Source: an optimization exercise on an open RTL-to-GDS flow (aim: small area). Production flows keep margins and buffers that such runs may drop. The RTL was checked by simulation tests, not by an equivalence proof against the original design. The flow treats the clock pin as an ideal source, which a real chip does not have.

==> flow/design.v <==
`timescale 1ns/1ps
module module_top(
    input  wire        clk,
    input  wire        rst_n,
    output wire [3:0]  columnas,
    input  wire [3:0]  filas_raw,
    output wire [3:0]  a,
    output wire [6:0]  d
);
    wire rst = ~rst_n;
    localparam [16:0] SC_X = 17'b01101101111111110;
    localparam [16:0] SC_T = 17'b10110110111111111;
    localparam [16:0] PM17 = 17'b01010101010101010;
    reg  [16:0] scan_q;
    wire [16:0] scan = scan_q ^ PM17;
    localparam [16:0] SC_M = 17'b11110100111101111;
    wire        stick = ((scan ^ SC_T) & SC_M) == 17'd0;
    wire        scan_fb = ~(scan[16] ^ scan[13]) ^ stick;
    reg         first;
    reg  [1:0]  col;
    always @(posedge clk) begin
        if (rst) begin
            scan_q <= SC_X ^ PM17;
            first  <= 1'b1;
            col    <= 2'd0;
        end else begin
            scan_q <= {scan[15:0], scan_fb} ^ PM17;
            if (stick) begin
                first <= 1'b0;
                if (!first) col <= col + 2'd1;
            end
        end
    end
    assign columnas = {col == 2'd3, col == 2'd2, col == 2'd1, col == 2'd0};
    localparam [9:0] DB_R = 10'b1111111110;
    localparam [9:0] PM10 = 10'b0101010101;
    localparam [3:0] NONE = 4'b0011;           
    reg  [9:0] db_q;
    wire [9:0] db = db_q ^ PM10;
    wire       db9 = &db[8:0];
    wire       sat = db9 & db[9];
    wire       rel = &filas_raw;
    wire       match = (filas_raw == 4'b1110) | (filas_raw == 4'b1101) |
                       (filas_raw == 4'b1011) | (filas_raw == 4'b0111);
    wire [3:0] newk = {col, ~(filas_raw[2] & filas_raw[3]), ~(filas_raw[1] & filas_raw[3])};
    reg  [3:0] last;
    reg  [3:0] sample;
    reg        chg;
    reg        pulse;
    wire       db_clr = rel | (sat & match & (newk != last));
    always @(posedge clk) begin
        if (rst) begin
            db_q   <= DB_R ^ PM10;
            last   <= NONE;
            sample <= NONE;
            chg    <= 1'b0;
            pulse  <= 1'b0;
        end else begin
            if (db_clr) db_q <= DB_R ^ PM10;
            else db_q <= {db[8:0], ~(db[9] ^ db[6]) | db9} ^ PM10;
            if (rel) last <= NONE;
            else if (match) last <= newk;
            if (!rel && sat) sample <= last;
            chg   <= !rel && sat && (last != sample);
            pulse <= chg;
        end
    end
    reg [11:0] cur;
    reg [11:0] stored;
    reg [11:0] result;
    wire       k_cmd = sample[3] & sample[2];
    wire       k_dig = !k_cmd && !(sample[1] & sample[0]);
    wire       k_add = k_cmd && sample[1:0] == 2'b00;
    wire       k_eq  = k_cmd && sample[1:0] == 2'b01;
    wire       k_clr = k_cmd && sample[1:0] == 2'b10;
    wire [1:0] kc = sample[3:2];
    wire [1:0] kr = sample[1:0];
    wire [3:0] val = {(kr[0] & kc[1]) | (kr[1] & kc[1]),
                      kc[0] | (~kr[0] & ~kr[1] & kc[1]),
                      (kr[1] & ~kc[1]) | (~kr[0] & ~kr[1] & kc[1]) | (kr[0] & ~kc[0] & ~kc[1]),
                      ~(kr[0] ^ kc[0])};
    wire [2:0]  w    = val[3:1];
    wire [1:0]  wx   = w[2] ? 2'b11 : w[1:0];
    wire [11:0] ax   = k_dig ? {cur[9:0], wx} : stored;
    wire        cin  = k_dig & w[2];
    wire [12:0] ac;
    wire [11:0] aout;
    assign ac[0] = cin;
    genvar gi;
    generate
        for (gi = 0; gi < 12; gi = gi + 1) begin : g_add
            assign aout[gi] = ax[gi] ^ cur[gi] ^ ac[gi];
            assign ac[gi+1] = (ax[gi] & cur[gi]) | (ax[gi] & ac[gi]) | (cur[gi] & ac[gi]);
        end
    endgenerate
    wire [11:0] mul = {aout[10:0], val[0]};
    wire [11:0] sum = aout;
    always @(posedge clk) begin
        if (rst) begin
            cur    <= 12'd0;
            stored <= 12'd0;
            result <= 12'd0;
        end else if (pulse) begin
            if (k_dig) cur <= mul;
            if (k_add) begin
                stored <= cur;
                cur <= 12'd0;
            end
            if (k_eq) begin
                result <= sum;
                cur <= 12'd0;
                stored <= 12'd0;
            end
            if (k_clr) begin
                cur <= 12'd0;
                stored <= 12'd0;
                result <= 12'd0;
            end
        end
    end
    localparam [16:0] DC_X = 17'b10011000111000100;
    localparam [16:0] DC_T = 17'b01001100011100010;
    reg  [16:0] disp_q;
    wire [16:0] disp = disp_q ^ PM17;
    localparam [16:0] DC_M = 17'b10111111111110111;
    wire        dtick = ((disp ^ DC_T) & DC_M) == 17'd0;
    wire        disp_fb = ~(disp[16] ^ disp[13]) ^ dtick;
    reg  [1:0]  sel;
    always @(posedge clk) begin
        if (rst) begin
            disp_q <= DC_X ^ PM17;
            sel    <= 2'd0;
        end else begin
            disp_q <= {disp[15:0], disp_fb} ^ PM17;
            if (dtick) sel <= sel + 2'd1;
        end
    end
    assign a = ~{sel == 2'd3, sel == 2'd2, sel == 2'd1, sel == 2'd0};
    function [3:0] add3(input [3:0] x);
        add3 = {x[3] | (x[2] & (x[1] | x[0])),
                (x[3] & x[0]) | (x[2] & ~x[1] & ~x[0]),
                (x[3] & ~x[0]) | (~x[2] & x[1]) | (x[1] & x[0]),
                (x[3] & ~x[0]) | (~x[3] & ~x[2] & x[0]) | (x[2] & x[1] & ~x[0])};
    endfunction
    reg [15:0] bcd;
    integer i;
    always @(*) begin
        bcd = 16'd0;
        for (i = 11; i >= 0; i = i - 1) begin
            bcd[3:0]   = add3(bcd[3:0]);
            bcd[7:4]   = add3(bcd[7:4]);
            bcd[11:8]  = add3(bcd[11:8]);
            bcd[15:12] = add3(bcd[15:12]);
            bcd = {bcd[14:0], result[i]};
        end
    end
    reg [3:0] dig;
    always @(*) begin
        case (sel)
            2'd0: dig = bcd[3:0];
            2'd1: dig = bcd[7:4];
            2'd2: dig = bcd[11:8];
            default: dig = bcd[15:12];
        endcase
    end
    assign d[0] = dig[3] | dig[1] | (dig[2] & dig[0]) | (~dig[2] & ~dig[0]);
    assign d[1] = ~dig[2] | (~dig[1] & ~dig[0]) | (dig[1] & dig[0]);
    assign d[2] = dig[2] | ~dig[1] | dig[0];
    assign d[3] = dig[3] | (~dig[2] & ~dig[0]) | (~dig[2] & dig[1]) | (dig[1] & ~dig[0]) | (dig[2] & ~dig[1] & dig[0]);
    assign d[4] = (~dig[2] & ~dig[0]) | (dig[1] & ~dig[0]);
    assign d[5] = dig[3] | (~dig[1] & ~dig[0]) | (dig[2] & ~dig[1]) | (dig[2] & ~dig[0]);
    assign d[6] = dig[3] | (dig[2] & ~dig[1]) | (~dig[2] & dig[1]) | (dig[1] & ~dig[0]);
endmodule
==> flow/config.mk <==
export PLATFORM = sky130hd
export DESIGN_NAME = module_top
export DESIGN_NICKNAME = module_top
export VERILOG_FILES = /design/flow/design.v
export SDC_FILE = /design/flow/constraint.sdc
export NUM_CORES = 4
export LEC_CHECK = 0
export ABC_AREA = 1
export CAP_MARGIN = 20
export CELL_PAD_IN_SITES_DETAIL_PLACEMENT = 0
export CELL_PAD_IN_SITES_GLOBAL_PLACEMENT = 0
export CORE_MARGIN = 2
export CORE_UTILIZATION = 86
export SLEW_MARGIN = 20
==> flow/constraint.sdc <==
create_clock -name core_clock -period 20.0 [get_ports {clk}]
set_input_delay 4.0000 -clock core_clock [delete_from_list [all_inputs] [get_ports {clk}]]
set_output_delay 4.0000 -clock core_clock [all_outputs]
set_load 0.01 [all_outputs]
standard.sh (not shown) runs the stock make flow with config.mk's settings and CLKGATE_MAP_FILE= SYNTH_SCRIPT=/design/flow/synth_recipe.tcl, a recipe that flattens the netlist after the stock synthesis.
==> flow/flow/run.sh <==
#!/bin/bash
# Own layout flow:
#  1. the standard synthesis (standard.sh synth), unchanged;
#  2. the combinational logic of that netlist is re-mapped for area with
#     ABC (resynth.ys); every flip-flop instance is kept as it is, with its
#     name and cell type;
#  3. the rest of the standard flow (floorplan to finish) on that netlist.
# Each tool's output goes to a log file of its own in this folder.
set -euo pipefail
R=orfs/results/sky130hd/module_top/base
bash standard.sh synth > log_1_standard_synth.txt 2>&1
cp $R/1_2_yosys.v std_1_2_yosys.v
LIB=$FLOW_HOME/platforms/sky130hd/lib/sky130_fd_sc_hd__tt_025C_1v80.lib
DU=$(sed -n '/^export DONT_USE_CELLS/,/^$/p' $FLOW_HOME/platforms/sky130hd/config.mk | tr -d '\\' | tr ' ' '\n' | grep '^sky130' | sed 's/^/-dont_use /' | tr '\n' ' ')
sed -e "s#@LIB@#$LIB#g" -e "s#@DU@#$DU#g" -e "s#@ABC@#$PWD/flow/area.abc#g" flow/resynth.ys > resynth_run.ys
yosys -s resynth_run.ys > log_2_resynth.txt 2>&1
cp resynth.v $R/1_2_yosys.v
touch $R/1_2_yosys.v
# port buffers: the smallest buffer instead of the default delay cell
export BUFFER_PORTS_ARGS="-buffer_cell sky130_fd_sc_hd__buf_1"
# clock tree: small buffers, no dummy loads
export CTS_ARGS="-sink_clustering_enable -repair_clock_nets -dont_use_dummy_load -buf_list sky130_fd_sc_hd__clkbuf_4"
# after CTS: upsize only the clock buffers whose flip-flops see a slow clock slew
export POST_CTS_TCL=$PWD/flow/post_cts.tcl
bash standard.sh finish > log_3_standard_layout.txt 2>&1
==> flow/flow/area.abc <==
strash
&get -n
&deepsyn -T 300
&put
dch -f
amap -F 20 -A 30 -x
topo
Other scripts of this flow, unchanged in this note and not shown: flow/flow/post_cts.tcl, flow/flow/resynth.ys
The starting point died in global placement without I/O.
Then changed:
--- a/flow/config.mk
+++ b/flow/config.mk
@@ -9,6 +9,4 @@
 export CAP_MARGIN = 20
-export CELL_PAD_IN_SITES_DETAIL_PLACEMENT = 0
-export CELL_PAD_IN_SITES_GLOBAL_PLACEMENT = 0
 export CORE_MARGIN = 2
-export CORE_UTILIZATION = 86
+export CORE_UTILIZATION = 78
 export SLEW_MARGIN = 20
What happened: This time the run finished clean. Area after synthesis does not change. Synthesized cell count does not change.
Then changed:
--- a/flow/config.mk
+++ b/flow/config.mk
@@ -10,3 +10,3 @@
 export CORE_MARGIN = 2
-export CORE_UTILIZATION = 78
+export CORE_UTILIZATION = 81
 export SLEW_MARGIN = 20
Result:
- This time the run ended with an error in global placement, error GPL-0301
- synthesized area is unchanged
- synthesized cell count stays the same
Then changed:
==> flow/flow/area.abc (replaced) <==
strash
&get -n
&deepsyn -T 300
&put
dch -f
amap
mfs -a -W 4
amap
topo
--- a/flow/config.mk
+++ b/flow/config.mk
@@ -10,3 +10,3 @@
 export CORE_MARGIN = 2
-export CORE_UTILIZATION = 81
+export CORE_UTILIZATION = 78
 export SLEW_MARGIN = 20
The changed run ran to the end with no violations.
Synthesized area is higher by 1.2%.
Synthesized cell count grows by 1.3%.

[re-timing with driven ports]
In the flow no input, the clock included, has a driving cell. The finished layouts below were timed again as built, in two steps. Step 1 assumes that a clkbuf_16 drives the clock port and a buf_2 every other input. Step 2 times the ports against the registers' clock, not the clock port: input delays grow and output delays shrink by t, the midpoint of the rising clock arrivals with the driver on. a / b / c = no drivers / after step 1 / after step 2; a / b = the first two.
run	t, ns	setup WS [ns]	worst register clock-pin slew, ns	cell pins on the clock port's net
the second run	0.463	9.187 / 9.161 / 9.623	0.11 / 0.11	1
the fourth run	0.444	9.023 / 8.996 / 9.440	0.11 / 0.11	1
After both steps every run listed still meets setup and hold.
